What follows belongs to an exercise in optimizing a design on an open flow for small area, a short achievable clock period and few clock cycles; a production flow would make more cautious choices.
In this exercise RTL edits were held to simulation tests only and were not proved equivalent to the original.
Power figures rest on the tool's default switching activity, not on a simulated workload.

`design/flow/flow/run.sh`:
```
#!/bin/bash
# Layout flow: the standard ORFS flow (standard.sh, unchanged synthesis) with
# stronger timing repair. Extra make variables:
#   SETUP_SLACK_MARGIN  repair setup slack beyond the clock period's (target below)
#   MATCH_CELL_FOOTPRINT=0  let repair resize cells across footprints
#   BUFFER_PORTS_ARGS   buffer every port with a plain buffer cell
# Each tool's output goes to the ORFS logs under orfs/logs; make's own output to flow_make.log.
set -euo pipefail
MARGIN=$(cat flow/margin.txt)
EXTRA="SETUP_SLACK_MARGIN=$MARGIN MATCH_CELL_FOOTPRINT=0 'BUFFER_PORTS_ARGS=-buffer_cell sky130_fd_sc_hd__buf_4'"
sed -e "s|CLKGATE_MAP_FILE= |CLKGATE_MAP_FILE= $EXTRA |" standard.sh > flow_standard.sh
grep -q "SETUP_SLACK_MARGIN=$MARGIN" flow_standard.sh
bash flow_standard.sh > flow_make.log 2>&1
test -f out/final.def
```
`design/flow/flow/margin.txt`:
```
7.5
```
`design/flow/standard.sh`:
```
#!/bin/bash
# synth_recipe.tcl (not shown) runs the flow's synth.tcl, then flattens the netlist and writes it again
# the make line also repeats each setting of config.mk as NAME=value (left out here)
make -C /OpenROAD-flow-scripts/flow DESIGN_CONFIG=/design/flow/config.mk WORK_HOME=/design/flow/orfs CLKGATE_MAP_FILE= SYNTH_SCRIPT=/design/flow/synth_recipe.tcl "${@:-finish}"
```
`design/flow/config.mk`:
```
export PLATFORM = sky130hd
export DESIGN_NAME = core
export DESIGN_NICKNAME = core
export VERILOG_FILES = /design/flow/design.v
export SDC_FILE = /design/flow/constraint.sdc
export NUM_CORES = 4
export LEC_CHECK = 0
export CAP_MARGIN = 20
export CORE_MARGIN = 2
export CORE_UTILIZATION = 40
export SLEW_MARGIN = 20
```
`design/flow/constraint.sdc`:
```
create_clock -name core_clock -period 12.0 [get_ports {clk}]
set_input_delay 2.4000 -clock core_clock [delete_from_list [all_inputs] [get_ports {clk}]]
set_output_delay 2.4000 -clock core_clock [all_outputs]
set_load 0.01 [all_outputs]
```
`design/flow/design.v`:
```
package typedefs_pkg;
    typedef enum logic [3:0] {
        AND, OR, ADD, SUB, XOR, SLT, SLTU, SLL, SRL, SRA
    } aluop_sel_t;
    typedef struct packed {
        logic [6:0] funct7;
        logic [4:0] rs2;
        logic [4:0] rs1;
        logic [2:0] funct3;
        logic [4:0] rd;
        logic [6:0] opcode;
    } R_instr;
    typedef struct packed {
        logic [11:0] imm;
        logic [4:0]  rs1;
        logic [2:0]  funct3;
        logic [4:0]  rd;
        logic [6:0]  opcode;
    } I_instr;
    typedef struct packed {
        logic [6:0] imm_up;
        logic [4:0] rs2;
        logic [4:0] rs1;
        logic [2:0] funct3;
        logic [4:0] imm_dn;
        logic [6:0] opcode;
    } S_instr;
    typedef struct packed {
        logic       imm_12;
        logic [5:0] imm_10_5;
        logic [4:0] rs2;
        logic [4:0] rs1;
        logic [2:0] funct3;
        logic [3:0] imm_4_1;
        logic       imm_11;
        logic [6:0] opcode;
    } B_instr;
    typedef struct packed {
        logic [19:0] imm;
        logic [4:0]  rd;
        logic [6:0]  opcode;
    } U_instr;
    typedef struct packed {
        logic       imm_20;
        logic [9:0] imm_10_1;
        logic       imm_11;
        logic [7:0] imm_19_12;
        logic [4:0] rd;
        logic [6:0] opcode;
    } J_instr;
    typedef union packed {
        R_instr R;
        I_instr I;
        S_instr S;
        B_instr B;
        U_instr U;
        J_instr J;
    } instr_t;
    localparam logic [6:0] OP     = 7'b011_0011, OP_IMM = 7'b001_0011, LOAD = 7'b000_0011, STORE = 7'b010_0011,
                           BRANCH = 7'b110_0011, JAL    = 7'b110_1111, JALR = 7'b110_0111, LUI   = 7'b011_0111,
                           AUIPC  = 7'b001_0111;
endpackage 
module core (
    input  logic clk,
    input  logic rst_n,
    input  logic [31:0] dmem_rdata,
    output logic [31:0] dmem_wdata,
    output logic [31:0] dmem_addr,
    output logic        dmem_wen,
    output logic  [3:0] dmem_wr_mask,
    input  logic [31:0] imem_rdata,
    output logic [31:0] imem_addr
);
logic [31:0] pc_f;           
logic [31:0] a_e;            
logic [31:0] b_e;            
logic [31:0] c_e;            
logic  [4:0] rd_e;
logic  [2:0] f3_e;
logic        sub_e, sra_e, st_fwd_e;
logic        r_add_e, r_and_e, r_or_e, r_xor_e, r_sll_e, r_sr_e, r_slt_e, r_sltu_e, r_c_e;
logic        we_e, ld_e, st_e, jalr_e, br_e, pred_e;
logic        beq_e, bne_e, blt_e, bge_e, bltu_e, bgeu_e;
logic [31:0] res_m;          
logic [31:0] wd_m;           
logic  [4:0] rd_m;
logic  [2:0] f3_m;
logic        we_m, ld_m, st_m;
logic [32:0] sum33;
logic [31:0] sum, x_ab;
logic        eq, ltu, lt, taken;
assign sum33 = {1'b0, a_e} + {1'b0, b_e} + {32'b0, sub_e};
assign sum   = sum33[31:0];
assign x_ab  = a_e ^ b_e;
assign eq    = &x_ab;                        
assign ltu   = ~sum33[32];
assign lt    = (a_e[31] == b_e[31]) ? a_e[31] : ltu;
logic [31:0] sh_in, sh_out, sh_rev;
logic [32:0] sh_ext;
logic signed [32:0] sh_src;
always_comb begin
    for (int i = 0; i < 32; i++) sh_in[i] = r_sll_e ? a_e[31-i] : a_e[i];
end
assign sh_src = {sra_e & a_e[31], sh_in};
assign sh_ext = sh_src >>> b_e[4:0];
assign sh_out = sh_ext[31:0];
always_comb begin
    for (int i = 0; i < 32; i++) sh_rev[i] = sh_out[31-i];
end
logic [31:0] res_e;
assign res_e = ({32{r_add_e}}  & sum)
             | ({32{r_and_e}}  & (a_e & b_e))
             | ({32{r_or_e}}   & (a_e | b_e))
             | ({32{r_xor_e}}  & x_ab)
             | ({32{r_sll_e}}  & sh_rev)
             | ({32{r_sr_e}}   & sh_out)
             | {31'b0, (r_slt_e & lt) | (r_sltu_e & ltu)}
             | ({32{r_c_e}}    & c_e);
assign taken = (beq_e & eq) | (bne_e & ~eq) | (blt_e & lt) | (bge_e & ~lt)
             | (bltu_e & ltu) | (bgeu_e & ~ltu);
logic        redirect;
logic [31:0] redirect_pc;
assign redirect    = jalr_e | (br_e & (taken ^ pred_e));
assign redirect_pc = jalr_e ? sum : c_e;
logic [31:0] ld;
logic        ld_sgn;
assign ld_sgn = ~f3_m[2];
assign ld[7:0]   = dmem_rdata[7:0];
assign ld[15:8]  = (f3_m[1:0] == 2'b00) ? {8{ld_sgn & dmem_rdata[7]}} : dmem_rdata[15:8];
assign ld[31:16] = f3_m[1] ? dmem_rdata[31:16] :
                   f3_m[0] ? {16{ld_sgn & dmem_rdata[15]}} : {16{ld_sgn & dmem_rdata[7]}};
logic [31:0] wb_m;
assign wb_m = ld_m ? ld : res_m;
assign dmem_addr    = res_m;
assign dmem_wen     = st_m;
assign dmem_wdata   = wd_m;
assign dmem_wr_mask = {f3_m[1], f3_m[1], f3_m[1] | f3_m[0], 1'b1};
logic [31:0] rf [1:31];
always_ff @(posedge clk) begin
    for (int i = 1; i < 32; i++)
        if (we_m && rd_m == 5'(i)) rf[i] <= wb_m;
end
logic [31:0] ins;
assign ins = imem_rdata;
assign imem_addr = pc_f;
logic [4:0] opc, rs1, rs2, rd;
logic [2:0] f3;
assign opc = ins[6:2];
assign rd  = ins[11:7];
assign f3  = ins[14:12];
assign rs1 = ins[19:15];
assign rs2 = ins[24:20];
logic is_op, is_opi, is_ld, is_st, is_br, is_jal, is_jalr, is_lui, is_auipc;
assign is_op    = (opc == 5'b01100);
assign is_opi   = (opc == 5'b00100);
assign is_ld    = (opc == 5'b00000);
assign is_st    = (opc == 5'b01000);
assign is_br    = (opc == 5'b11000);
assign is_jal   = (opc == 5'b11011);
assign is_jalr  = (opc == 5'b11001);
assign is_lui   = (opc == 5'b01101);
assign is_auipc = (opc == 5'b00101);
logic [31:0] imm_i, imm_s, imm_b, imm_u, imm_j;
assign imm_i = {{20{ins[31]}}, ins[31:20]};
assign imm_s = {{20{ins[31]}}, ins[31:25], ins[11:7]};
assign imm_b = {{20{ins[31]}}, ins[7], ins[30:25], ins[11:8], 1'b0};
assign imm_u = {ins[31:12], 12'b0};
assign imm_j = {{12{ins[31]}}, ins[19:12], ins[20], ins[30:21], 1'b0};
logic [31:0] pc4_d, tgt_d, tgt_j, tgt_b;
logic        pred_d;
assign pc4_d  = pc_f + 32'd4;
assign tgt_j  = pc_f + imm_j;
assign tgt_b  = pc_f + imm_b;
assign tgt_d  = ins[3] ? tgt_j : tgt_b;
assign pred_d  = is_jal | (is_br & ins[31]);
logic [31:0] rv1, rv2;
always_comb begin
    rv1 = '0;
    rv2 = '0;
    for (int i = 1; i < 32; i++) begin
        rv1 = rv1 | ({32{rs1 == 5'(i)}} & rf[i]);
        rv2 = rv2 | ({32{rs2 == 5'(i)}} & rf[i]);
    end
end
logic use1, use2, fwd_e, e1, e2, m1, m2;
assign use1  = ~(is_lui | is_auipc | is_jal);
assign use2  = is_op | is_st | is_br;
assign fwd_e = we_e & ~ld_e;
assign e1 = fwd_e & use1 & (rd_e == rs1);
assign e2 = fwd_e & (rd_e == rs2);
assign m1 = we_m & use1 & (rd_m == rs1);
assign m2 = we_m & (rd_m == rs2);
logic [31:0] s1, s2, s2_st;
assign s1    = e1 ? res_e : m1 ? wb_m : is_auipc ? pc_f : rv1;
assign s2    = e2 ? res_e : m2 ? wb_m : rv2;
assign s2_st = m2 ? wb_m : rv2;
logic stall, bubble;
assign stall  = we_e & ld_e & ((use1 & (rd_e == rs1)) | ((is_op | is_br) & (rd_e == rs2)));
assign bubble = redirect | stall;
logic arith, d_sub, uses_imm;
assign arith    = is_op | is_opi;
assign d_sub    = (is_op & ins[30] & (f3 == 3'd0)) | (arith & (f3[2:1] == 2'b01)) | is_br;
assign uses_imm = is_opi | is_ld | is_st | is_jalr | is_auipc;
always_ff @(posedge clk) begin
    a_e  <= s1;
    b_e  <= (uses_imm ? (is_st ? imm_s : is_auipc ? imm_u : imm_i) : s2) ^ {32{d_sub}};
    c_e  <= is_st ? s2_st : is_lui ? imm_u : (is_br & ~ins[31]) ? tgt_b : pc4_d;
    st_fwd_e <= we_e & (rd_e == rs2);
    rd_e <= rd;
    f3_e <= f3;
    sub_e    <= d_sub;
    sra_e    <= ins[30];
    r_add_e  <= (arith & (f3 == 3'd0)) | is_ld | is_st | is_auipc;
    r_sll_e  <= arith & (f3 == 3'd1);
    r_slt_e  <= arith & (f3 == 3'd2);
    r_sltu_e <= arith & (f3 == 3'd3);
    r_xor_e  <= arith & (f3 == 3'd4);
    r_sr_e   <= arith & (f3 == 3'd5);
    r_or_e   <= arith & (f3 == 3'd6);
    r_and_e  <= arith & (f3 == 3'd7);
    r_c_e    <= is_lui | is_jal | is_jalr;
    res_m <= res_e;
    wd_m  <= st_fwd_e ? wb_m : c_e;
    rd_m  <= rd_e;
    f3_m  <= f3_e;
    ld_m  <= ld_e;
end
always_ff @(posedge clk or negedge rst_n) begin
    if (!rst_n) begin
        pc_f   <= 32'd0;
        we_e   <= 1'b0;
        ld_e   <= 1'b0;
        st_e   <= 1'b0;
        jalr_e <= 1'b0;
        br_e   <= 1'b0;
        pred_e <= 1'b0;
        beq_e  <= 1'b0;
        bne_e  <= 1'b0;
        blt_e  <= 1'b0;
        bge_e  <= 1'b0;
        bltu_e <= 1'b0;
        bgeu_e <= 1'b0;
        we_m   <= 1'b0;
        st_m   <= 1'b0;
    end else begin
        pc_f   <= redirect ? redirect_pc : stall ? pc_f : pred_d ? tgt_d : pc4_d;
        we_e   <= ~bubble & (arith | is_ld | is_jal | is_jalr | is_lui | is_auipc) & (rd != 5'd0);
        ld_e   <= ~bubble & is_ld;
        st_e   <= ~bubble & is_st;
        jalr_e <= ~bubble & is_jalr;
        br_e   <= ~bubble & is_br;
        pred_e <= ~bubble & pred_d;
        beq_e  <= ~bubble & is_br & (f3 == 3'd0);
        bne_e  <= ~bubble & is_br & (f3 == 3'd1);
        blt_e  <= ~bubble & is_br & (f3 == 3'd4);
        bge_e  <= ~bubble & is_br & (f3 == 3'd5);
        bltu_e <= ~bubble & is_br & (f3 == 3'd6);
        bgeu_e <= ~bubble & is_br & (f3 == 3'd7);
        we_m   <= we_e;
        st_m   <= st_e;
    end
end
endmodule
```
==> flow_metrics.tcl, run 1 <==
set metrics [dict create \
    synth_cell_types 98 \
    fin_nets 5681 \
    start_util_pct 40.4 \
    synthTopCellsByArea "edfxtp_1, a22oi_1, dfxtp_1" \
    wl_per_cell_um 43.1 \
    finalSetupViolations 0 \
    ys_ff_latch 1227 \
    num_vias 57500 \
    min_path_type "flip-flop to flip-flop" \
    holdCritStartpoint "f3_e[2]" \
    routed_wl_um 330000 \
    gp_congestion 1.04 \
    syn_inst 5326 \
    io_pins 167 \
    drc 0 \
    synth_commonest_cells "edfxtp_1, a22oi_1, nor2_1" \
    grt_pass1_vias 52900 \
    htreeDepth 4 \
    min_period_ps 4640 \
    clock-sinks 1227 \
    num_rows 143 \
    synth_area_leader_cell "edfxtp_1" \
    ys_seq_area_share_pct 56.6 \
    critPathLaunchType "input pin" \
    dpl_worst_slack_ps 5290 \
    drv_cap 0 \
    viasPerCell 7.52 \
    finalSetupTns_ps 0 \
    grt_max_degree 65 \
    worstMarginPinSlew_ps 1250 \
    cts_buffers 131 \
    cts_tree "built" \
    syn-num-nets 5504 \
    first_pass_iters 11 \
    drive_gt1_share_pct 20.3 \
    ant_nets 0 \
    holdPathStages 0 \
    clkSlewWorstSetupHoldPaths_ps 60 \
    status "finished clean" \
    grt_pass1_wl_um 439000 \
    syn-cell-area_um2 61400 \
    synthMostInstantiatedCell "edfxtp_1" \
    fin_ws_ps 7360 \
    grt_overflow 0 \
    synth.avg_cell_area_um2 11.5 \
    synthArstFlopShare_pct 3.75 \
    synth.top_cell.area_share_pct 48.5 \
    finalHoldViolCount 0 \
    die_h_um 396 \
    max_freq_ghz 0.215 \
    finalCritPeriodShare_pct 38.7 \
    cts-root-buf "clkbuf_16" \
    fillCellCount 13500 \
    drt_iter0_markers 13300 \
    setup.worst_path.end_class "flip-flop" \
    syn_to_final_growth_pct 19.6 \
    grt_setup_unrepaired "yes" \
    slew_headroom_pct 16.7 \
    grtUsageTotal_pct 40.6 \
    powerDensity_nw_per_um2 189 \
    worstPathArrival_ps 5270 \
    peakVddDrop_uv 146 \
    core_area_um2 152000 \
    clockBufferDepth 3 \
    antenna_found_initial 28 \
    crit_required_ps 12620 \
    insertion_delay_ps 820 \
    synth-edff-count 992 \
    fin_util_pct 48.2 \
    finClkSkew_ps 61.4 \
    p_leak_nw 25.1 \
    worstHoldEndpoint "f3_m[2]" \
    r2r-start "b_e[4]" \
    path_max_fanout 25 \
    rr_endpoint "b_e[29]" \
    hold_buffers 0 \
    slew_viol_final 0 \
    ys_warn_count 2 \
    port_buffers 163 \
    synthFlopType "edfxtp_1" \
    die_x_um 396 \
    dieArea_um2 157000 \
    reg2reg_depth 13 \
    criticalPathCategory "input pin to flip-flop" \
    hpwl_um 199000 \
    r2r_slack_ps 7570 \
]
-- what timing repair did --
item,in CTS,in global routing
gates resized for setup,256,192
cloned,2,0
pin swaps,42,64
buffers inserted,55,43
endpoints found under the setup margin,147,114
-- critical path: stages --
cell,delay (ps)
buf_6,160
or3_4,470
nor2_4,440
buf_6,500
a22oi_1,180
nand4_1,240
o32ai_4,160
nor2_1,160
a21oi_1,90
o21ai_0,420
-- cell type report --
class	count	area [um^2]	share of cell area, %
Multi-Input combinational cell	3561	27100	37.0
Clock inverter	66	681	0.928
Inverter	123	473	0.645
Timing Repair Buffer	458	4190	5.72
Timing Repair inverter	1	5.00	0.00682
Sequential cell	1227	34700	47.3
Tap cell	2030	2540	3.46
Antenna cell	19	47.5	0.0648
Clock buffer	169	3560	4.86
-- per-layer routing --
layer	up-vias	track usage, %	wire length, um
met3	1978	19.7	58100
met4	32	31.0	32300
met1	27600	48.0	108000
met2	6366	56.2	132000
met5	-	0.739	332
li1	21600	-	-
-- report_power, final --
group          total (mW)  internal [mW]  switching [mW]
Sequential           5.64           4.98           0.656
Clock                4.08           2.28            1.81
Combinational        4.15           1.48            2.67
-- cell usage in the layout, fill, tap and decap left out, types with 97 or more instances in the layout --
cell type / Yosys / routed
nand2_1: 352 / 345
buf_4: 7 / 356
nor2_1: 386 / 278
inv_1: 116 / 113
dfxtp_1: 189 / 185
nand3_1: 106 / 102
xnor2_1: 103 / 97
clkbuf_16: 0 / 135
nand4_1: 169 / 169
a221oi_1: 153 / 145
a21oi_1: 305 / 274
o21ai_0: 186 / 155
a22oi_1: 668 / 666
a22o_1: 145 / 145
edfxtp_1: 992 / 992
-- flip-flops by register name, indices dropped and copies added (netlist names), 3 cells and up --
name / count
a_e: 32
c_e: 32
rd_e: 5
b_e: 32
pc_f: 32
wd_m: 32
res_m: 32
f3_e: 3
f3_m: 3
rf: 992
rd_m: 5
-- metrics by stage --
stage | area [um^2] | hold slack (ps) | instances | total power, mW
after floorplan | 61800 | 310 | 5326 | 7.42
after global placement | 66100 | 310 | 7300 | 9.25
after detailed placement | 66100 | 313 | 7300 | 9.25
after CTS | 72100 | 326 | 7592 | 13.4
after global routing | 73300 | 335 | 7637 | 14.1
final | 73400 | 326 | 7654 | 13.9
-- kinds of logic (layout without fill, tap and decap cells) --
| family | after synthesis | count (layout) | synth area share (%) |
|---|---|---|---|
| AND/OR/NAND/NOR | 1243 | 1243 | 9.43 |
| other | 1 | 20 | 0.00611 |
| multiplexers | 177 | 177 | 4.05 |
| AO/OA/AOI/OAI | 1873 | 1873 | 21.9 |
| XOR/XNOR | 155 | 155 | 2.21 |
| adder cells (fa/ha/maj) | 112 | 112 | 2.33 |
| buffers and inverters | 538 | 817 | 3.45 |
| flip-flops | 1227 | 1227 | 56.6 |
-- how the worst max path moves through the flow --
stage,startpoint,slack [ps],end
floorplan,imem_rdata[21],7210,pc_f[31]
global placement,imem_rdata[22],5260,b_e[28]
detailed placement,imem_rdata[22],5290,b_e[28]
CTS,b_e[0],7440,pc_f[14]
global route,imem_rdata[10],7370,pc_f[28]
finish,imem_rdata[17],7360,a_e[6]
Testbench counts, summed over its fixed seeds: cycles 77,252.
==> inputs of run 2 (changes only) <==
--- a/design/flow/design.v
+++ b/design/flow/design.v
@@ -167,5 +167,5 @@
 assign imm_u = {ins[31:12], 12'b0};
 assign imm_j = {{12{ins[31]}}, ins[19:12], ins[20], ins[30:21], 1'b0};
-logic [31:0] pc4_d, tgt_d, tgt_j, tgt_b;
+logic [31:0] pc4_d, tgt_d, tgt_j, tgt_b, pc_nt;
 logic        pred_d;
 assign pc4_d  = pc_f + 32'd4;
@@ -174,4 +174,5 @@
 assign tgt_d  = ins[3] ? tgt_j : tgt_b;
 assign pred_d  = is_jal | (is_br & ins[31]);
+assign pc_nt   = redirect ? redirect_pc : stall ? pc_f : pc4_d;
 logic [31:0] rv1, rv2;
 always_comb begin
@@ -244,5 +245,5 @@
         st_m   <= 1'b0;
     end else begin
-        pc_f   <= redirect ? redirect_pc : stall ? pc_f : pred_d ? tgt_d : pc4_d;
+        pc_f   <= (pred_d & ~redirect & ~stall) ? tgt_d : pc_nt;
         we_e   <= ~bubble & (arith | is_ld | is_jal | is_jalr | is_lui | is_auipc) & (rd != 5'd0);
         ld_e   <= ~bubble & is_ld;
==> design/flow/flow/run.sh (replaced) <==
#!/bin/bash
# Layout flow: the standard ORFS flow (standard.sh, unchanged synthesis) with
# stronger timing repair and a smaller clock tree. Extra make variables:
#   SETUP_SLACK_MARGIN  repair setup slack beyond the clock period's (flow/margin.txt)
#   MATCH_CELL_FOOTPRINT=0  let repair resize cells across footprints
#   BUFFER_PORTS_ARGS   buffer every port with a plain buffer cell
#   CTS_ARGS            larger sink clusters, no dummy loads
# Each tool's output goes to the ORFS logs under orfs/logs; make's own output to flow_make.log.
set -euo pipefail
MARGIN=$(cat flow/margin.txt)
EXTRA="SETUP_SLACK_MARGIN=$MARGIN MATCH_CELL_FOOTPRINT=0 'BUFFER_PORTS_ARGS=-buffer_cell sky130_fd_sc_hd__buf_4'"
EXTRA="$EXTRA 'CTS_ARGS=-sink_clustering_enable -repair_clock_nets -dont_use_dummy_load -sink_clustering_size 40 -sink_clustering_max_diameter 60'"
sed -e "s|CLKGATE_MAP_FILE= |CLKGATE_MAP_FILE= $EXTRA |" standard.sh > flow_standard.sh
grep -q "SETUP_SLACK_MARGIN=$MARGIN" flow_standard.sh
bash flow_standard.sh > flow_make.log 2>&1
test -f out/final.def
==> run 2 against run 1 <==
Against the previous run: register-to-register slack got worse by 230 ps; sequential cell count unchanged; clock power decreased by 27%; synthesized cell count decreased by 3.4%; power decreased by 7.7%; synthesized area decreased by 1.4%; critical endpoint is now b_e[30].
==> flow_metrics.tcl, run 2 <==
set metrics [dict create \
    routed_wl_um 337000 \
    critPathLaunchType "input pin" \
    holdPathStages 0 \
    grt_setup_unrepaired "yes" \
    synthTopCellsByArea "edfxtp_1, dfxtp_1, a22oi_1" \
    syn_inst 5143 \
    criticalPathCategory "input pin to flip-flop" \
    drt_iter0_markers 13200 \
    instances_no_fill 7412 \
    grtUsageTotal_pct 41.6 \
    syn-cell-area_um2 60500 \
    setup.worst_path.end_class "flip-flop" \
    cts_buffers 101 \
    largest_reg_flops 992 \
    most-common-layout-cells "edfxtp_1, buf_4, a22oi_1" \
    fillCellCount 13300 \
    clockBufferDepth 3 \
    reg2reg_depth 14 \
    finalCritPeriodShare_pct 39.1 \
    wl_per_cell_um 45.5 \
    ys_warn_count 2 \
    cp_cell_sequence "buf_12 -> nor2_1 -> nand2_2 -> buf_4 -> nor2_4 -> buf_6 -> buf_6 -> a221oi_1 -> nand4_1 -> nor3_2 -> a21oi_2 -> nor2_1 -> nor2_2 -> o31ai_1 -> xnor2_1" \
    max_freq_ghz 0.213 \
    die_h_um 393 \
    use_met3_pct 20.7 \
    syn-num-nets 5321 \
    drive_gt1_share_pct 21.1 \
    finClkSkew_ps 121 \
    cpPeakStageDelay_ps 380 \
    largest_register "rf" \
    slew_viol_final 0 \
    crit_required_ps 12510 \
    rr_endpoint "b_e[26]" \
    clkSlewWorstSetupHoldPaths_ps 60 \
    slew_headroom_pct 4.65 \
    grt_max_degree 65 \
    synthMostInstantiatedCell "edfxtp_1" \
    num_vias 57100 \
    io_pins 167 \
    hpwl_um 195000 \
    synthFlopType "edfxtp_1" \
    finalHoldViolCount 0 \
    powerDensity_nw_per_um2 178 \
    viasPerCell 7.71 \
    synth.top_cell.area_share_pct 49.2 \
    syn_to_final_growth_pct 19.0 \
    synth_commonest_cells "edfxtp_1, a22oi_1, nor2_1" \
    finalSetupViolations 0 \
    path_max_fanout 22 \
    r2r_slack_ps 7340 \
    slowest_stage "buf_6" \
    core_area_um2 150000 \
    grt_pass1_wl_um 437000 \
    mostFrequentLayoutCell "edfxtp_1" \
    hold_buffers 0 \
    dieArea_um2 154000 \
    ys_ff_latch 1227 \
    start_util_pct 40.4 \
    ant_nets 0 \
    worstPathArrival_ps 5200 \
    synth.avg_cell_area_um2 11.8 \
    use_met2_pct 58.2 \
    whs_ps 328 \
    synth-edff-count 992 \
    synthArstFlopShare_pct 3.75 \
    grt_pass1_vias 51300 \
    synth_area_leader_cell "edfxtp_1" \
    antenna_found_initial 24 \
    cts-root-buf "clkbuf_16" \
    r2r-start "a_e[0]" \
    peakVddDrop_uv 118 \
    worstMarginPinSlew_ps 1420 \
    grt_overflow 0 \
    htreeDepth 3 \
    first_pass_iters 10 \
    insertion_delay_ps 800 \
    fin_nets 5561 \
    die_x_um 393 \
    min_path_type "flip-flop to flip-flop" \
    finalSetupTns_ps 0 \
    gp_congestion 1.05 \
    met1_usage_pct 48.2 \
    drv_cap 0 \
    synth_cell_types 90 \
    worstHoldEndpoint "f3_m[2]" \
    min_period_ps 4690 \
    drc 0 \
    cts_tree "built" \
    ys_seq_area_share_pct 57.4 \
    port_buffers 163 \
    num_rows 142 \
    status "finished clean" \
    holdCritStartpoint "f3_e[2]" \
    post-place-cells 7120 \
    clock-sinks 1227 \
    busiest_layer "met2" \
    p_leak_nw 24.5 \
]
-- run 2: per-layer routing --
layer | wire, um | share of wire (%) | up-vias
met5 | 617 | 0.18 | -
met4 | 35200 | 10 | 35
met3 | 61900 | 18 | 2058
met2 | 133000 | 39 | 6608
met1 | 107000 | 32 | 27400
li1 | - | - | 21100
-- run 2: how the worst max path moves through the flow --
stage	from	endpoint	slack [ps]	depth (start not counted)
2_1_floorplan	imem_rdata[8]	pc_f[27]	7040	13
3_3_place_gp	imem_rdata[20]	b_e[0]	5410	10
3_5_place_dp	imem_rdata[20]	b_e[0]	5400	10
4_1_cts	imem_rdata[8]	pc_f[27]	7410	14
5_1_grt	imem_rdata[22]	pc_f[28]	7330	14
6_report	imem_rdata[21]	b_e[30]	7310	15
-- run 2: critical path, delay by kind of cell --
family,cells,cell delay (ps)
xor+xnor,1,170
simple gates,7,1010
compound gates,3,580
buf+inv,4,1000
-- run 2: final cells by class --
type	count	area [um^2]	share of cell area [%]
clock buffer	101	2530	3.51
timing repair buffer	523	5140	7.14
antenna	15	37.5	0.0521
multi-input combinational	3411	26600	36.9
tap	2016	2520	3.50
sequential	1227	34700	48.2
inverter	119	455	0.633
-- run 2: kinds of logic (layout without fill, tap and decap cells) --
kind of cell | after synthesis | in the layout | synth area share, %
flops | 1227 | 1227 | 57.4
buf+inv | 519 | 743 | 3.36
fa+ha+maj | 112 | 112 | 2.37
mux | 139 | 140 | 3.13
compound gates | 1846 | 1846 | 22.5
simple gates | 1138 | 1151 | 8.90
xor+xnor | 161 | 161 | 2.33
other cells | 1 | 16 | 0.00620
-- run 2: stage by stage --
stage          setup slack, ps  power, mW  cell area, um^2  util (%)
3_3_place_gp              5410       9.23            65200      43.5
3_5_place_dp              5400       9.22            65200      43.5
5_1_grt                   7330       13.0            72000      48.0
2_1_floorplan             7040       7.42            60900         -
4_1_cts                   7410       12.4            70300      46.9
6_report                  7310       12.8            72000      48.0
-- run 2: what timing repair did --
action	CTS	global route
gates cloned	10	14
setup buffers	91	60
pin swaps	83	113
resized for setup	357	202
setup endpoints to repair	148	111
-- run 2: where the power goes --
group / total [mW] / leakage (nW) / switching, mW / internal [mW]
Combinational: 4.23 / 12.0 / 2.72 / 1.51
Clock: 2.98 / 1.24 / 1.51 / 1.47
Sequential: 5.60 / 11.3 / 0.579 / 5.02
Total: 12.8 / 24.5 / 4.81 / 8.00
Testbench counts of run 2, summed over its fixed seeds: cycles 77,252.
==> inputs of run 3 (changes only) <==
--- a/design/flow/design.v
+++ b/design/flow/design.v
@@ -120,7 +120,5 @@
              | (bltu_e & ltu) | (bgeu_e & ~ltu);
 logic        redirect;
-logic [31:0] redirect_pc;
 assign redirect    = jalr_e | (br_e & (taken ^ pred_e));
-assign redirect_pc = jalr_e ? sum : c_e;
 logic [31:0] ld;
 logic        ld_sgn;
@@ -167,12 +165,18 @@
 assign imm_u = {ins[31:12], 12'b0};
 assign imm_j = {{12{ins[31]}}, ins[19:12], ins[20], ins[30:21], 1'b0};
-logic [31:0] pc4_d, tgt_d, tgt_j, tgt_b, pc_nt;
-logic        pred_d;
-assign pc4_d  = pc_f + 32'd4;
-assign tgt_j  = pc_f + imm_j;
-assign tgt_b  = pc_f + imm_b;
-assign tgt_d  = ins[3] ? tgt_j : tgt_b;
-assign pred_d  = is_jal | (is_br & ins[31]);
-assign pc_nt   = redirect ? redirect_pc : stall ? pc_f : pc4_d;
+logic [31:0] pc4_d, tgt_j, tgt_b, pc_pred, pc_next;
+logic        pred_b, pred_d, sel_j, sel_b, sel_4;
+assign pc4_d   = pc_f + 32'd4;
+assign tgt_j   = pc_f + imm_j;
+assign tgt_b   = pc_f + imm_b;
+assign pred_b  = ins[31] | (f3 == 3'd1);       
+assign pred_d  = is_jal | (is_br & pred_b);
+assign sel_j   = is_jal & ~stall;
+assign sel_b   = is_br & pred_b & ~stall;
+assign sel_4   = ~stall & ~pred_d;
+assign pc_pred = ({32{sel_j}} & tgt_j) | ({32{sel_b}} & tgt_b)
+               | ({32{sel_4}} & pc4_d) | ({32{stall}} & pc_f);
+assign pc_next = ({32{jalr_e}} & sum) | ({32{redirect & ~jalr_e}} & c_e)
+               | ({32{~redirect}} & pc_pred);
 logic [31:0] rv1, rv2;
 always_comb begin
@@ -193,6 +197,7 @@
 assign m2 = we_m & (rd_m == rs2);
 logic [31:0] s1, s2, s2_st;
-assign s1    = e1 ? res_e : m1 ? wb_m : is_auipc ? pc_f : rv1;
-assign s2    = e2 ? res_e : m2 ? wb_m : rv2;
+assign s1    = ({32{e1}} & res_e) | ({32{m1 & ~e1}} & wb_m) | ({32{is_auipc}} & pc_f)
+             | ({32{~e1 & ~m1 & ~is_auipc}} & rv1);
+assign s2    = ({32{e2}} & res_e) | ({32{m2 & ~e2}} & wb_m) | ({32{~e2 & ~m2}} & rv2);
 assign s2_st = m2 ? wb_m : rv2;
 logic stall, bubble;
@@ -206,5 +211,6 @@
     a_e  <= s1;
     b_e  <= (uses_imm ? (is_st ? imm_s : is_auipc ? imm_u : imm_i) : s2) ^ {32{d_sub}};
-    c_e  <= is_st ? s2_st : is_lui ? imm_u : (is_br & ~ins[31]) ? tgt_b : pc4_d;
+    c_e  <= ({32{is_st}} & s2_st) | ({32{is_lui}} & imm_u) | ({32{is_br & ~pred_b}} & tgt_b)
+          | ({32{~is_st & ~is_lui & ~(is_br & ~pred_b)}} & pc4_d);
     st_fwd_e <= we_e & (rd_e == rs2);
     rd_e <= rd;
@@ -245,5 +251,5 @@
         st_m   <= 1'b0;
     end else begin
-        pc_f   <= (pred_d & ~redirect & ~stall) ? tgt_d : pc_nt;
+        pc_f   <= pc_next;
         we_e   <= ~bubble & (arith | is_ld | is_jal | is_jalr | is_lui | is_auipc) & (rd != 5'd0);
         ld_e   <= ~bubble & is_ld;
==> run 3 against run 2 <==
Against the previous run: maximum frequency is 0.19% higher; synthesized cell count is 1.3% higher; clock skew is 6.9 ps higher; via count is 0.38% higher; setup slack better by 9.0 ps; critical path depth is 4 lower; sequential cell count stayed put; cell count is 0.84% higher; highest routed layer unchanged; register-to-register slack better by 260 ps.
==> flow_metrics.tcl, run 3 <==
set metrics [dict create \
    grt_overflow 0 \
    register_area_um2 34700 \
    finClkSkew_ps 128 \
    status "finished clean" \
    crit_required_ps 12550 \
    most-common-layout-cells "edfxtp_1, a22oi_1, buf_4" \
    cts_buffers 104 \
    routed_wl_um 338000 \
    grt_max_degree 60 \
    synthMostInstantiatedCell "edfxtp_1" \
    mostFrequentLayoutCell "edfxtp_1" \
    syn-num-nets 5389 \
    antenna_found_initial 17 \
    synth_area_leader_cell "edfxtp_1" \
    final_area_um2 72400 \
    grt_pass1_vias 52100 \
    drc 0 \
    io_pins 167 \
    powerDensity_nw_per_um2 175 \
    die_x_um 395 \
    grt_pass1_wl_um 441000 \
    reg2reg_depth 16 \
    max_freq_ghz 0.214 \
    cts_tree "built" \
    fin_ws_ps 7320 \
    instances_no_fill 7474 \
    slew_viol_final 0 \
    ys_seq_area_share_pct 56.8 \
    wl_per_cell_um 45.2 \
    min_path_type "flip-flop to flip-flop" \
    syn_to_final_growth_pct 18.3 \
    multiInputGateArea_um2 26600 \
    post-place-cells 7173 \
    insertion_delay_ps 790 \
    holdPathStages 0 \
    hpwl_um 188000 \
    ys_warn_count 2 \
    core_area_um2 152000 \
    ys_ff_latch 1227 \
    grt_setup_unrepaired "yes" \
    drv_cap 0 \
    worstPathArrival_ps 5230 \
    start_util_pct 40.3 \
    clockBufferDepth 3 \
    synthFlopType "edfxtp_1" \
    synth.avg_cell_area_um2 11.7 \
    synth_commonest_cells "edfxtp_1, a22oi_1, nand2_1" \
    path_max_fanout 9 \
    min_period_ps 4680 \
    peakVddDrop_uv 123 \
    fillCellCount 13600 \
    critPathLaunchType "input pin" \
    drt_iter0_markers 13500 \
    viasPerCell 7.67 \
    finalCritPeriodShare_pct 39.0 \
    criticalPathCategory "input pin to flip-flop" \
    dpl_worst_slack_ps 5530 \
    finalSetupTns_ps 0 \
    num_vias 57400 \
    synthArstFlopShare_pct 3.75 \
    dieArea_um2 156000 \
    grtUsageTotal_pct 40.9 \
    placed_area_um2 65700 \
    first_pass_iters 14 \
    finalHoldViolCount 0 \
    slew_headroom_pct 9.82 \
    synth-edff-count 992 \
    gp_congestion 1.00 \
    largest_reg_flops 992 \
    ant_nets 0 \
    num_rows 143 \
    worstMarginPinSlew_ps 1340 \
    cts-root-buf "clkbuf_16" \
    synth_cell_types 92 \
    syn-cell-area_um2 61200 \
    syn_inst 5211 \
    largest_register "rf" \
    synthTopCellsByArea "edfxtp_1, a22oi_1, dfxtp_1" \
    p_leak_nw 24.8 \
    clock-sinks 1227 \
    fin_nets 5607 \
    drive_gt1_share_pct 20.1 \
    synth.top_cell.area_share_pct 48.7 \
    clkSlewWorstSetupHoldPaths_ps 70 \
    die_h_um 395 \
    finalSetupViolations 0 \
    htreeDepth 3 \
    port_buffers 163 \
    setup.worst_path.end_class "flip-flop" \
]
## run 3: per-layer routing
layer  up-vias  share of wire (%)  GRT usage, %
li1      21300                  -             -
met1     27900                 32          48.4
met2      6271                 40          57.9
met3      1883                 17          18.7
met4        20                 10          30.9
met5         -              0.078             0
## run 3: report_power, final
part	total [mW]	switching (mW)	internal, mW
Combinational	4.08	2.58	1.50
Clock	3.03	1.52	1.51
Sequential	5.56	0.569	4.99
Total	12.7	4.67	8.01
## run 3: critical path, stage by stage
cell and delay [ps]:
buf_16 130, nand2b_4 180, buf_4 120, buf_12 100
nor2_4 40, buf_4 230, a222oi_1 410, nand3_1 140
or4_4 500, a222oi_1 740, o21ai_1 200
## run 3: through the flow
step | total power, mW | utilization (%) | hold WS, ps
final | 12.7 | 47.6 | 329
after global routing | 12.9 | 47.6 | 351
after CTS | 12.2 | 46.3 | 328
after detailed placement | 9.21 | 43.3 | 312
after global placement | 9.18 | 43.3 | 310
after floorplan | 7.50 | - | 310
## run 3: repair_timing
action                     in CTS  in global routing
pin swaps                      41                 94
buffers inserted               58                 92
gates cloned                   13                 15
hold buffers                    0                  0
setup endpoints to repair     141                 89
gates resized for setup       319                187
## run 3: worst paths after layout
path / startpoint / end / slack, ps
min reg2reg: f3_e[2] / f3_m[2] / 330
max reg2reg: b_e[2] / ld_e / 7600
max: imem_rdata[18] / a_e[4] / 7320
min: f3_e[2] / f3_m[2] / 330
min in group asynchronous: rst_n / pc_f[0] / 1740
max in group asynchronous: rst_n / pc_f[17] / 9700
## run 3: cell type report
| class | instances | area share [%] |
|---|---|---|
| flip-flops and latches | 1227 | 48.0 |
| repair buffers | 509 | 7.39 |
| diodes | 17 | 0.0588 |
| repair inverters | 1 | 0.00692 |
| multi-input cells | 3460 | 36.8 |
| clock buffers | 104 | 3.60 |
| inverters | 126 | 0.668 |
| well taps | 2030 | 3.51 |
## run 3: logic make-up (layout without fill, tap and decap cells)
group                    Yosys count  count (layout)  synth area share, %
other                              1              18              0.00613
multiplexers                     177             177                 4.10
flip-flops                      1227            1227                 56.8
AO/OA/AOI/OAI                   1804            1804                 21.9
AND/OR/NAND/NOR                 1211            1216                 9.30
buffers and inverters            529             740                 3.37
XOR/XNOR                         150             150                 2.15
adder cells (fa/ha/maj)          112             112                 2.34
Testbench counts of run 3, summed over its fixed seeds: cycles 76,389.
==> inputs of run 4 (changes only) <==
--- a/design/flow/config.mk
+++ b/design/flow/config.mk
@@ -8,4 +8,4 @@
 export CAP_MARGIN = 20
 export CORE_MARGIN = 2
-export CORE_UTILIZATION = 40
+export CORE_UTILIZATION = 50
 export SLEW_MARGIN = 20
==> run 4 against run 3 <==
Against the previous run: via count rose by 0.82%; design area rose by 0.30%; maximum frequency fell by 6.4%; cell count fell by 4.7%; clock-buffer cell count fell by 3; global-route usage rose by 9.8 points; non-clock buffer count rose by 57; clock power fell by 2%; sequential power rose by 0.9%.
==> flow_metrics.tcl, run 4 <==
set metrics [dict create \
    slew_viol_final 0 \
    synthMostInstantiatedCell "edfxtp_1" \
    whs_ps 321 \
    drt_iter0_markers 14100 \
    min_period_ps 5000 \
    synth.avg_cell_area_um2 11.7 \
    io_pins 167 \
    cp_cell_sequence "buf_16 -> buf_4 -> nand2_2 -> nor2_4 -> buf_8 -> a221oi_2 -> nand3_1 -> or4_4 -> a222oi_1 -> o21ai_1" \
    min_path_type "flip-flop to flip-flop" \
    mostFrequentLayoutCell "edfxtp_1" \
    core_area_um2 122000 \
    cts_tree "built" \
    crit_required_ps 12520 \
    path_max_fanout 29 \
    syn-cell-area_um2 61200 \
    cpPeakStageDelay_ps 1030 \
    grtUsageTotal_pct 50.7 \
    slew_headroom_pct 17.4 \
    syn-num-nets 5389 \
    grt_max_degree 47 \
    num_vias 57800 \
    pwr-share-clk_pct 23.2 \
    gp_congestion 1.06 \
    peakVddDrop_uv 169 \
    clockBufferDepth 3 \
    first_pass_iters 15 \
    largest_register "rf" \
    criticalPathCategory "input pin to flip-flop" \
    die_h_um 354 \
    drive_gt1_share_pct 21.5 \
    synth_cell_types 92 \
    setup.worst_path.end_class "flip-flop" \
    p_sw_share_pct 37.1 \
    worstMarginPinSlew_ps 1240 \
    port_buffers 163 \
    synthArstFlopShare_pct 3.75 \
    synthFlopType "edfxtp_1" \
    syn_to_final_growth_pct 18.7 \
    combPwrFrac_pct 32.8 \
    r2r-start "b_e[1]" \
    die_x_um 354 \
    most-common-layout-cells "edfxtp_1, a22oi_1, buf_4" \
    syn_inst 5211 \
    viasPerCell 8.12 \
    status "finished clean" \
    insertion_delay_ps 780 \
    setup.worst_path.start "imem_rdata[15]" \
    num_rows 128 \
    grt_pass1_vias 52100 \
    synth_commonest_cells "edfxtp_1, a22oi_1, nand2_1" \
    slowest_stage "a222oi_1" \
    holdCritStartpoint "f3_e[1]" \
    finalCritPeriodShare_pct 41.7 \
    synth.top_cell.area_share_pct 48.7 \
    grt_pass1_wl_um 435000 \
    hpwl_um 184000 \
    register_area_um2 34700 \
    cts_buffers 101 \
    critical_path.top_delay_family "compound AO/OA/AOI/OAI gates" \
    synth-edff-count 992 \
    powerDensity_nw_per_um2 176 \
    synth_area_leader_cell "edfxtp_1" \
    finClkSkew_ps 90.9 \
    largest_reg_flops 992 \
    multiInputGateArea_um2 26900 \
    max_freq_ghz 0.200 \
    ys_warn_count 2 \
    drv_cap 0 \
    ant_nets 0 \
    critPathLaunchType "input pin" \
    p_switching_mw 4.74 \
    clock-sinks 1227 \
    grt_setup_unrepaired "yes" \
    clkSlewWorstSetupHoldPaths_ps 60 \
    fin_util_pct 59.7 \
    cp.buffers_inverters 3 \
    ys_seq_area_share_pct 56.8 \
    finalSetupViolations 0 \
    fin_nets 5655 \
    wl_per_cell_um 46.8 \
    p_leak_nw 25.2 \
    fillCellCount 9768 \
    start_util_pct 50.3 \
    cts-root-buf "clkbuf_16" \
    grt_overflow 0 \
    synthTopCellsByArea "edfxtp_1, a22oi_1, dfxtp_1" \
    routed_wl_um 333000 \
    power.internal_mw 8.03 \
    dieArea_um2 125000 \
    worstPathArrival_ps 5530 \
    antenna_found_initial 24 \
    hold_buffers 0 \
    seqPwrFrac_pct 43.9 \
    finalHoldViolCount 0 \
    finalSetupTns_ps 0 \
    ys_ff_latch 1227 \
    htreeDepth 3 \
    drc 0 \
]
==> run 4: cell count changes in the layout (fill, tap and decap cells not counted), sizes merged <==
cell      before  now
buf          484  547
nor2b         21   20
inv          123  124
diode         17   21
nand3        167  166
clkbuf       129  120
clkinvlp       3    1
nor2         322  319
==> run 4: worst reg2reg max path, stage by stage (launching register included) <==
cell and delay, ps:
dfxtp_2 670, clkinv_1 250, buf_4 330, ha_1 400, a21oi_1 230, o21ai_0 190
a211o_1 340, nor4_1 440, or3_1 380, o21ai_1 170, a2111oi_1 620, nor3_1 100
o31ai_1 270, xnor2_1 100
==> run 4: cells by family after synthesis <==
group	count (synthesis)	synth area share, %
xor gates and xnor gates	150	2.15
muxes	177	4.10
DFF	1227	56.8
adders and majority gates	112	2.34
other	1	0.00613
buffers and inverters	529	3.37
AOI/OAI and AO/OA	1804	21.9
and+or+nand+nor	1211	9.30
==> run 4: layer usage <==
metal | track usage (%) | vias up | wire length [um]
li1 | - | 21400 | -
met4 | 41.9 | 31 | 37100
met2 | 71.5 | 6538 | 134000
met1 | 59.5 | 27700 | 105000
met5 | 0.868 | - | 664
met3 | 22.5 | 2093 | 56700
==> run 4: per-stage QoR <==
stage                     total power, mW  instance area, um^2  instances  worst slack [ps]
after detailed placement             9.24                65200       6766              5180
after CTS                            12.2                70200       6977              7430
after global routing                 13.0                72500       7103              7050
after global placement               9.22                65200       6766              5180
after floorplan                      7.50                61600       5211              7130
final                                12.8                72600       7121              7000
==> run 4: what timing repair did <==
| action | CTS | global route |
|---|---|---|
| cloned | 8 | 10 |
| setup buffers | 102 | 113 |
| pin swaps | 64 | 115 |
| setup endpoints to repair | 144 | 90 |
| resized for setup | 338 | 247 |
==> run 4: layout make-up <==
cell class / instances / area share, %
Antenna cell: 21 / 0.0724
Sequential cell: 1227 / 47.9
Tap cell: 1625 / 2.80
Multi-Input combinational cell: 3455 / 37.0
Inverter: 126 / 0.664
Timing Repair Buffer: 566 / 8.10
Clock buffer: 101 / 3.48
==> run 4: final timing paths <==
path                             to  depth (start not counted)  slack [ps]
max                         a_e[25]                         10        7000
min                         f3_m[1]                          0         320
max in group asynchronous  pc_f[12]                          1        9730
min reg2reg                 f3_m[1]                          0         320
min in group asynchronous  pc_f[28]                          1        1720
max reg2reg                 b_e[27]                         13        7360
==> run 4: power groups by stage <==
stage          clock [mW]  combinational, mW  sequential, mW
6_report             2.97               4.19            5.61
5_1_grt              3.07               4.32            5.58
4_1_cts              2.93               3.74            5.55
3_5_place_dp            0               3.60            5.64
3_3_place_gp            0               3.58            5.64
2_1_floorplan           0               2.17            5.33
==> inputs of run 5 (changes only) <==
--- a/design/flow/config.mk
+++ b/design/flow/config.mk
@@ -8,4 +8,4 @@
 export CAP_MARGIN = 20
 export CORE_MARGIN = 2
-export CORE_UTILIZATION = 50
+export CORE_UTILIZATION = 33
 export SLEW_MARGIN = 20
==> run 5 against run 4 <==
Against the previous run: still clean on timing, DRC and antenna; setup slack improved by 190 ps; design area is 0.94% higher; clock power shrank 3%; sequential cell count stayed put; critical path depth did not move; core utilization decreased by 20 points; hold slack better by 14 ps; register-to-register slack improved by 140 ps; first-iteration DRC count increased by 0.80%; synthesized area unchanged; critical path type unchanged.
==> flow_metrics.tcl, run 5 <==
set metrics [dict create \
    grt_pass1_vias 52400 \
    finClkSkew_ps 129 \
    num_vias 58200 \
    port_buffers 163 \
    hold_buffers 0 \
    viasPerCell 7.33 \
    drt_iter0_markers 14200 \
    slew_headroom_pct 18.1 \
    syn-num-nets 5389 \
    synth_commonest_cells "edfxtp_1, a22oi_1, nand2_1" \
    synth.top_cell.area_share_pct 48.7 \
    grt_setup_unrepaired "yes" \
    ant_nets 0 \
    insertion_delay_ps 810 \
    synth.avg_cell_area_um2 11.7 \
    drive_gt1_share_pct 20.9 \
    drc 0 \
    syn-cell-area_um2 61200 \
    dieArea_um2 189000 \
    slew_viol_final 0 \
    fin_util_pct 39.9 \
    mostFrequentLayoutCell "edfxtp_1" \
    die_x_um 434 \
    grt_overflow 0 \
    finalHoldViolCount 0 \
    setup.worst_path.end_class "flip-flop" \
    final_area_um2 73300 \
    synth_cell_types 92 \
    grt_max_degree 60 \
    max_freq_ghz 0.208 \
    finalSetupViolations 0 \
    status "finished clean" \
    most-common-layout-cells "edfxtp_1, a22oi_1, buf_4" \
    drv_cap 0 \
    synthTopCellsByArea "edfxtp_1, a22oi_1, dfxtp_1" \
    core_area_um2 184000 \
    powerDensity_nw_per_um2 174 \
    p_sw_share_pct 37.7 \
    gp_congestion 1.03 \
    finalCritPeriodShare_pct 40.1 \
    critPathLaunchType "input pin" \
    min_period_ps 4810 \
    synthArstFlopShare_pct 3.75 \
    hpwl_um 194000 \
    die_h_um 434 \
    worstPathArrival_ps 5360 \
    placed_area_um2 66400 \
    ys_ff_latch 1227 \
    power.internal_mw 7.91 \
    syn_inst 5211 \
    synth_area_leader_cell "edfxtp_1" \
    ys_seq_area_share_pct 56.8 \
    num_rows 157 \
    first_pass_iters 14 \
    path_max_fanout 32 \
    ys_warn_count 2 \
    fillCellCount 17300 \
    cts_buffers 93 \
    grt_pass1_wl_um 447000 \
    finalSetupTns_ps 0 \
    pwr-share-clk_pct 22.6 \
    syn_to_final_growth_pct 19.8 \
    crit_required_ps 12550 \
    reg2reg_depth 13 \
    design_power_total_mw 12.7 \
    criticalPathCategory "input pin to flip-flop" \
    holdPathStages 0 \
    p_switching_mw 4.80 \
    combPwrFrac_pct 32.9 \
    instances_no_fill 7937 \
    post-place-cells 7614 \
    min_path_type "flip-flop to flip-flop" \
    seqPwrFrac_pct 44.5 \
    cts-root-buf "clkbuf_16" \
    synthFlopType "edfxtp_1" \
    largest_register "rf" \
    wl_per_cell_um 43.4 \
    clock-sinks 1227 \
    cts_tree "built" \
    clkSlewWorstSetupHoldPaths_ps 90 \
    grtUsageTotal_pct 34.6 \
    clockBufferDepth 3 \
    peakVddDrop_uv 149 \
    synthMostInstantiatedCell "edfxtp_1" \
    synth-edff-count 992 \
    start_util_pct 33.3 \
    routed_wl_um 344000 \
    io_pins 167 \
    worstMarginPinSlew_ps 1230 \
    largest_reg_flops 992 \
    p_leak_nw 24.9 \
    fin_nets 5633 \
    antenna_found_initial 29 \
    htreeDepth 3 \
]
==> run 5: path summary, 6_finish.rpt <==
path                           startpoint       to  slack, ps
hold reg to reg                   f3_e[0]  f3_m[0]        330
setup reg to reg                   b_e[4]  a_e[30]       7500
min in group asynchronous           rst_n  pc_f[0]       1740
max in group asynchronous           rst_n  pc_f[4]       9680
setup / recovery           imem_rdata[18]   a_e[4]       7190
hold / removal                    f3_e[0]  f3_m[0]        330
==> run 5: cell families after synthesis <==
logic type      synth area share, %
compound gates                 21.9
xor+xnor                       2.15
fa+ha+maj                      2.34
buf+inv                        3.37
flops                          56.8
mux                            4.10
other cells                 0.00613
simple gates                   9.30
==> run 5: worst max-delay path, cell delays in order <==
cell	delay, ps
buf_16	130
nand2b_4	160
buf_12	140
nor2_4	50
buf_12	220
a221oi_2	320
nand3_1	110
or4_4	640
a222oi_1	960
o21ai_1	160
==> run 5: final cells by class <==
class	count	area, um^2	area share [%]
diodes	20	50.0	0.0683
repair inverters	1	5.00	0.00683
flip-flops and latches	1227	34700	47.4
well taps	2464	3080	4.21
inverters	126	487	0.664
repair buffers	547	5730	7.82
clock buffers	93	2330	3.18
multi-input cells	3459	26800	36.6
==> run 5: power by group through the flow <==
stage / clock, mW / combinational, mW / sequential [mW]
3_3_place_gp: 0 / 3.57 / 5.71
5_1_grt: 2.98 / 4.31 / 5.63
2_1_floorplan: 0 / 2.17 / 5.33
3_5_place_dp: 0 / 3.60 / 5.71
6_report: 2.87 / 4.18 / 5.66
4_1_cts: 2.83 / 3.75 / 5.62
==> run 5: routing by layer <==
| layer | track usage (%) | vias up | wire length (um) |
|---|---|---|---|
| li1 | - | 21400 | - |
| met1 | 41.0 | 28200 | 111000 |
| met2 | 48.9 | 6578 | 137000 |
| met3 | 16.7 | 1985 | 61500 |
| met4 | 24.4 | 32 | 34500 |
| met5 | 0 | - | 365 |
==> run 5: through the flow <==
step / setup WS [ps] / hold slack, ps
floorplan: 7130 / 310
global placement: 5410 / 312
detailed placement: 5400 / 315
CTS: 7440 / 335
global route: 7290 / 345
finish: 7190 / 335
==> run 5: what timing repair did <==
action | CTS | global route
setup buffers | 74 | 114
gates cloned | 6 | 14
pin swaps | 39 | 94
setup endpoints to repair | 143 | 99
resized for setup | 340 | 228
==> inputs of run 6 (changes only) <==
--- a/design/flow/flow/run.sh
+++ b/design/flow/flow/run.sh
@@ -9,5 +9,5 @@
 set -euo pipefail
 MARGIN=$(cat flow/margin.txt)
-EXTRA="SETUP_SLACK_MARGIN=$MARGIN MATCH_CELL_FOOTPRINT=0 'BUFFER_PORTS_ARGS=-buffer_cell sky130_fd_sc_hd__buf_4'"
+EXTRA="SETUP_SLACK_MARGIN=$MARGIN MATCH_CELL_FOOTPRINT=0 'BUFFER_PORTS_ARGS=-buffer_cell sky130_fd_sc_hd__buf_2'"
 EXTRA="$EXTRA 'CTS_ARGS=-sink_clustering_enable -repair_clock_nets -dont_use_dummy_load -sink_clustering_size 40 -sink_clustering_max_diameter 60'"
 sed -e "s|CLKGATE_MAP_FILE= |CLKGATE_MAP_FILE= $EXTRA |" standard.sh > flow_standard.sh
--- a/design/flow/config.mk
+++ b/design/flow/config.mk
@@ -8,4 +8,4 @@
 export CAP_MARGIN = 20
 export CORE_MARGIN = 2
-export CORE_UTILIZATION = 33
+export CORE_UTILIZATION = 40
 export SLEW_MARGIN = 20
==> run 6 against run 5 <==
Against the previous run: hold slack got worse by 27 ps; sequential share of layout area increased by 0.52 points; critical path depth increased by 1; sequential cell count unchanged; sequential power decreased by 1%; global-route usage increased by 5.4 points; critical endpoint is now a_e[2]; register-to-register slack about the same; still clean; cell count decreased by 5.4%; highest routed layer unchanged; maximum frequency increased by 3.7%; critical path type unchanged; synthesized area unchanged; via count decreased by 0.59%.
==> flow_metrics.tcl, run 6 <==
set metrics [dict create \
    status "finished clean" \
    ys_warn_count 2 \
    io_pins 167 \
    drc 0 \
    synth_area_leader_cell "edfxtp_1" \
    cts_tree "built" \
    drv_cap 0 \
    ant_nets 0 \
    syn_to_final_growth_pct 18.5 \
    min_period_ps 4640 \
    synthMostInstantiatedCell "edfxtp_1" \
    wl_per_cell_um 44.6 \
    wl_met2_um 133000 \
    instances_no_fill 7508 \
    first_pass_iters 13 \
    post-place-cells 7176 \
    powerDensity_nw_per_um2 175 \
    htreeDepth 3 \
    ys_ff_latch 1227 \
    drt_iter0_markers 13400 \
    grtUsageTotal_pct 40.0 \
    syn_inst 5211 \
    largest_register "rf" \
    syn-cell-area_um2 61200 \
    peakVddDrop_uv 144 \
    cts-root-buf "clkbuf_16" \
    gp_congestion 1.04 \
    viasPerCell 7.71 \
    clockBufferDepth 3 \
    synthArstFlopShare_pct 3.75 \
    setup.worst_path.end_class "flip-flop" \
    ys_seq_area_share_pct 56.8 \
    core_area_um2 152000 \
    grt_max_degree 60 \
    routed_wl_um 334000 \
    hold_buffers 0 \
    path_max_fanout 11 \
    port_buffers 163 \
    num_rows 143 \
    drive_gt1_share_pct 20.7 \
    synth.top_cell.area_share_pct 48.7 \
    mostFrequentLayoutCell "edfxtp_1" \
    num_vias 57900 \
    finalSetupViolations 0 \
    met3_length_um 60500 \
    clkSlewWorstSetupHoldPaths_ps 70 \
    min_path_type "flip-flop to flip-flop" \
    largest_reg_flops 992 \
    cts_buffers 104 \
    synth.avg_cell_area_um2 11.7 \
    p_leak_nw 25.0 \
    grt_pass1_vias 52200 \
    dr.max_layer_used "met5" \
    final_area_um2 72500 \
    synth_commonest_cells "edfxtp_1, a22oi_1, nand2_1" \
    die_x_um 395 \
    finClkSkew_ps 131 \
    most-common-layout-cells "edfxtp_1, a22oi_1, nand2_1" \
    synth_cell_types 92 \
    clock-sinks 1227 \
    placed_area_um2 65300 \
    die_h_um 395 \
    synthTopCellsByArea "edfxtp_1, a22oi_1, dfxtp_1" \
    finalSetupTns_ps 0 \
    grt_setup_unrepaired "yes" \
    grt_pass1_wl_um 433000 \
    worstMarginPinSlew_ps 1260 \
    met1_length_um 106000 \
    start_util_pct 40.3 \
    insertion_delay_ps 820 \
    finalCritPeriodShare_pct 38.7 \
    antenna_found_initial 26 \
    syn-num-nets 5389 \
    hpwl_um 183000 \
    finalHoldViolCount 0 \
    criticalPathCategory "input pin to flip-flop" \
    crit_required_ps 12580 \
    synthFlopType "edfxtp_1" \
    grt_overflow 0 \
    design_power_total_mw 12.7 \
    dieArea_um2 156000 \
    max_freq_ghz 0.216 \
    critPathLaunchType "input pin" \
    worstPathArrival_ps 5220 \
    slew_headroom_pct 15.9 \
    synth-edff-count 992 \
    fin_nets 5637 \
    slew_viol_final 0 \
]
run 6: cell counts after synthesis:
Identical to the previous run, type by type.
run 6: final timing paths:
| check | from | to | slack (ps) | cells after the start |
|---|---|---|---|---|
| hold / removal | f3_e[0] | f3_m[0] | 310 | 0 |
| setup reg to reg | b_e[4] | pc_f[8] | 7500 | 14 |
| setup / recovery | imem_rdata[19] | a_e[2] | 7360 | 11 |
| min in group asynchronous | rst_n | br_e | 1850 | 2 |
| max in group asynchronous | rst_n | pc_f[17] | 9610 | 2 |
| hold reg to reg | f3_e[0] | f3_m[0] | 310 | 0 |
run 6: kinds of logic after synthesis:
family                     Yosys count  share of synthesized area, %
other                                1                       0.00613
buffers and inverters              529                          3.37
xor gates and xnor gates           150                          2.15
muxes                              177                          4.10
adders and majority gates          112                          2.34
AOI/OAI and AO/OA                 1804                          21.9
and+or+nand+nor                   1211                          9.30
DFF                               1227                          56.8
run 6: layout make-up:
class | instances | area (um^2)
Fill cell | 13400 | 79400
Sequential cell | 1227 | 34700
Multi-Input combinational cell | 3459 | 26800
Timing Repair Buffer | 541 | 5260
Clock buffer | 104 | 2600
Tap cell | 2030 | 2540
Inverter | 126 | 482
Antenna cell | 21 | 52.6
run 6: power breakdown:
| group | internal, mW | total (mW) | switching, mW | leakage, nW |
|---|---|---|---|---|
| sequential | 4.99 | 5.58 | 0.585 | 11.3 |
| clock | 1.51 | 3.04 | 1.53 | 1.28 |
| combinational | 1.48 | 4.06 | 2.58 | 12.4 |
run 6: worst max-delay path, stage by stage:
cell and delay, ps:
buf_12 140, or2_4 180, buf_4 120, buf_12 120
nor2_4 90, buf_12 200, a222oi_1 280, nand3_1 120
or4_4 590, a222oi_1 780, o21ai_1 140
run 6: stage by stage:
step | hold WS (ps) | worst slack [ps] | utilization [%]
6_report | 308 | 7360 | 47.7
5_1_grt | 327 | 7350 | 47.7
4_1_cts | 310 | 7440 | 46.1
3_5_place_dp | 312 | 4970 | 43.0
3_3_place_gp | 311 | 5000 | 43.0
2_1_floorplan | 310 | 7130 | -
run 6: repair_timing:
action | in CTS | in global routing
endpoints found under the setup margin | 138 | 108
endpoints found under the hold margin | 0 | 0
cloned | 4 | 23
pin swaps | 42 | 114
buffers inserted | 67 | 112
gates resized for setup | 354 | 231
run 6: metal layers:
| metal | GRT usage, % | vias up |
|---|---|---|
| li1 | - | 21400 |
| met1 | 47.3 | 27900 |
| met2 | 56.0 | 6536 |
| met3 | 19.1 | 2021 |
| met4 | 30.2 | 26 |
| met5 | 0.400 | - |
==> inputs of run 7 (changes only) <==
--- a/design/flow/design.v
+++ b/design/flow/design.v
@@ -90,10 +90,12 @@
 logic [31:0] sum, x_ab;
 logic        eq, ltu, lt, taken;
-assign sum33 = {1'b0, a_e} + {1'b0, b_e} + {32'b0, sub_e};
+logic [31:0] b;
+assign b     = b_e ^ {32{sub_e}};
+assign sum33 = {1'b0, a_e} + {1'b0, b} + {32'b0, sub_e};
 assign sum   = sum33[31:0];
-assign x_ab  = a_e ^ b_e;
+assign x_ab  = a_e ^ b;
 assign eq    = &x_ab;                        
 assign ltu   = ~sum33[32];
-assign lt    = (a_e[31] == b_e[31]) ? a_e[31] : ltu;
+assign lt    = (a_e[31] == b[31]) ? a_e[31] : ltu;
 logic [31:0] sh_in, sh_out, sh_rev;
 logic [32:0] sh_ext;
@@ -110,6 +112,6 @@
 logic [31:0] res_e;
 assign res_e = ({32{r_add_e}}  & sum)
-             | ({32{r_and_e}}  & (a_e & b_e))
-             | ({32{r_or_e}}   & (a_e | b_e))
+             | ({32{r_and_e}}  & (a_e & b))
+             | ({32{r_or_e}}   & (a_e | b))
              | ({32{r_xor_e}}  & x_ab)
              | ({32{r_sll_e}}  & sh_rev)
@@ -210,5 +212,5 @@
 always_ff @(posedge clk) begin
     a_e  <= s1;
-    b_e  <= (uses_imm ? (is_st ? imm_s : is_auipc ? imm_u : imm_i) : s2) ^ {32{d_sub}};
+    b_e  <= uses_imm ? (is_st ? imm_s : is_auipc ? imm_u : imm_i) : s2;
     c_e  <= ({32{is_st}} & s2_st) | ({32{is_lui}} & imm_u) | ({32{is_br & ~pred_b}} & tgt_b)
           | ({32{~is_st & ~is_lui & ~(is_br & ~pred_b)}} & pc4_d);
--- a/design/flow/flow/run.sh
+++ b/design/flow/flow/run.sh
@@ -9,5 +9,5 @@
 set -euo pipefail
 MARGIN=$(cat flow/margin.txt)
-EXTRA="SETUP_SLACK_MARGIN=$MARGIN MATCH_CELL_FOOTPRINT=0 'BUFFER_PORTS_ARGS=-buffer_cell sky130_fd_sc_hd__buf_2'"
+EXTRA="SETUP_SLACK_MARGIN=$MARGIN MATCH_CELL_FOOTPRINT=0 'BUFFER_PORTS_ARGS=-buffer_cell sky130_fd_sc_hd__buf_4'"
 EXTRA="$EXTRA 'CTS_ARGS=-sink_clustering_enable -repair_clock_nets -dont_use_dummy_load -sink_clustering_size 40 -sink_clustering_max_diameter 60'"
 sed -e "s|CLKGATE_MAP_FILE= |CLKGATE_MAP_FILE= $EXTRA |" standard.sh > flow_standard.sh
==> run 7 against run 6 <==
Against the previous run: setup slack got worse by 41 ps; non-clock buffer count is 65 lower; clock-buffer cell count fell by 7; critical path depth shrank 1; synthesized area up 0.35%; combinational power down 4.9%; routed wire length fell by 1.0%; hold slack gained 19 ps; design area decreased by 1.3%; cell count down 1.1%; die area up 0.35%; global-route usage rose by 0.17 points; critical path type unchanged.
==> flow_metrics.tcl, run 7 <==
set metrics [dict create \
    status "finished clean" \
    finalHoldViolCount 0 \
    holdCritStartpoint "f3_e[2]" \
    reg2reg_depth 10 \
    gp_congestion 1.00 \
    ys_warn_count 2 \
    grtUsageTotal_pct 40.2 \
    syn_to_final_growth_pct 16.6 \
    peakVddDrop_uv 139 \
    most-common-layout-cells "edfxtp_1, a22oi_1, buf_4" \
    cts_buffers 97 \
    r2r-start "r_sll_e" \
    powerDensity_nw_per_um2 172 \
    routed_wl_um 331000 \
    synth.top_cell.area_share_pct 48.5 \
    grt_max_degree 57 \
    holdPathStages 0 \
    whs_ps 328 \
    synthMostInstantiatedCell "edfxtp_1" \
    finalSetupViolations 0 \
    r2r_slack_ps 7520 \
    mostFrequentLayoutCell "edfxtp_1" \
    drv_cap 0 \
    design_power_total_mw 12.3 \
    placed_area_um2 65900 \
    largest_register "rf" \
    synth_cell_types 99 \
    synth-edff-count 992 \
    synthFlopType "edfxtp_1" \
    instances_no_fill 7424 \
    critical_path.top_delay_family "compound AO/OA/AOI/OAI gates" \
    num_vias 57200 \
    fin_util_pct 47.0 \
    fin_nets 5560 \
    synthTopCellsByArea "edfxtp_1, a22oi_1, dfxtp_1" \
    ys_ff_latch 1227 \
    io_pins 167 \
    finClkSkew_ps 141 \
    critPathLaunchType "input pin" \
    slew_viol_final 0 \
    synth.avg_cell_area_um2 11.8 \
    worstHoldEndpoint "f3_m[2]" \
    grt_setup_unrepaired "yes" \
    largest_reg_flops 992 \
    dpl_worst_slack_ps 5640 \
    cts-root-buf "clkbuf_16" \
    synth_commonest_cells "edfxtp_1, a22oi_1, nor2_1" \
    fillCellCount 13600 \
    num_rows 143 \
    grt_overflow 0 \
    port_buffers 163 \
    syn-cell-area_um2 61400 \
    criticalPathCategory "input pin to flip-flop" \
    htreeDepth 3 \
    min_period_ps 4680 \
    path_max_fanout 27 \
    viasPerCell 7.71 \
    clkSlewWorstSetupHoldPaths_ps 60 \
    syn-num-nets 5393 \
    grt_pass1_vias 52500 \
    drc 0 \
    slew_headroom_pct 18.9 \
    antenna_found_initial 22 \
    cp.buffers_inverters 2 \
    core_area_um2 152000 \
    syn_inst 5216 \
    insertion_delay_ps 790 \
    finalCritPeriodShare_pct 39.0 \
    dieArea_um2 157000 \
    ant_nets 0 \
    p_leak_nw 24.7 \
    setup.worst_path.end_class "flip-flop" \
    post-place-cells 7188 \
    worstPathArrival_ps 5330 \
    first_pass_iters 17 \
    drive_gt1_share_pct 19.5 \
    finalSetupTns_ps 0 \
    crit_required_ps 12650 \
    die_h_um 396 \
    fin_ws_ps 7320 \
    cpPeakStageDelay_ps 570 \
    max_freq_ghz 0.214 \
    min_path_type "flip-flop to flip-flop" \
    cp_cell_sequence "buf_8 -> nor3b_4 -> and2_2 -> clkbuf_8 -> a22oi_1 -> nand3_1 -> nor2_1 -> a31oi_2 -> a221o_1 -> a21o_1" \
    grt_pass1_wl_um 435000 \
    drt_iter0_markers 12800 \
    synth_area_leader_cell "edfxtp_1" \
    slowest_stage "a31oi_2" \
    hold_buffers 0 \
    die_x_um 396 \
    wl_per_cell_um 44.6 \
    ys_seq_area_share_pct 56.6 \
    worstMarginPinSlew_ps 1210 \
    start_util_pct 40.3 \
    hpwl_um 190000 \
    rr_endpoint "b_e[28]" \
    final_area_um2 71500 \
    clock-sinks 1227 \
    cts_tree "built" \
    synthArstFlopShare_pct 3.75 \
    clockBufferDepth 3 \
]
## run 7: layer usage
metal	track usage [%]	up-vias	part of all wire, %
li1	-	21300	-
met1	46.4	27600	32
met2	57.0	6324	40
met3	19.5	1998	17
met4	31.1	12	11
met5	0.308	-	0.053
## run 7: logic make-up after synthesis
kind of cell    Yosys count  share of synthesized area, %
flops                  1227                          56.6
buf+inv                 536                          3.45
xor+xnor                146                          2.08
mux                     155                          3.85
compound gates         1828                          22.4
fa+ha+maj               111                          2.30
simple gates           1212                          9.31
other cells               1                       0.00611
## run 7: power by group
| group | switching (mW) | internal (mW) |
|---|---|---|
| Clock | 1.50 | 1.41 |
| Combinational | 2.46 | 1.40 |
| Sequential | 0.534 | 4.97 |
| Total | 4.49 | 7.79 |
## run 7: worst max-delay path by stage
stage | startpoint | to | slack (ps) | depth (start not counted)
floorplan | imem_rdata[8] | pc_f[23] | 7230 | 11
global placement | imem_rdata[6] | a_e[2] | 5640 | 10
detailed placement | imem_rdata[20] | b_e[27] | 5640 | 11
CTS | imem_rdata[20] | b_e[26] | 7470 | 11
global route | imem_rdata[18] | a_e[28] | 7430 | 11
finish | imem_rdata[22] | b_e[24] | 7320 | 10
## run 7: layout make-up
type / instances / area, um^2 / share of cell area (%)
flip-flops and latches: 1227 / 34700 / 48.5
multi-input cells: 3455 / 26800 / 37.4
repair buffers: 476 / 4570 / 6.38
well taps: 2030 / 2540 / 3.55
clock buffers: 97 / 2430 / 3.39
inverters: 126 / 473 / 0.661
diodes: 13 / 32.5 / 0.0455
## run 7: what timing repair did
item	4_1_cts	5_1_grt
pin swaps	29	57
cloned	4	6
endpoints found under the setup margin	142	118
resized for setup	256	210
setup buffers	60	56
Testbench counts of run 7, summed over its fixed seeds: cycles 76,389.

Check on run 7: ideal ports give 7.320 ns setup slack; a clkbuf_16 on the clock port and buf_2 on the inputs give 7.345 ns; moving port delays by the midpoint clock arrival (0.806 ns) as well gives 6.539 ns.
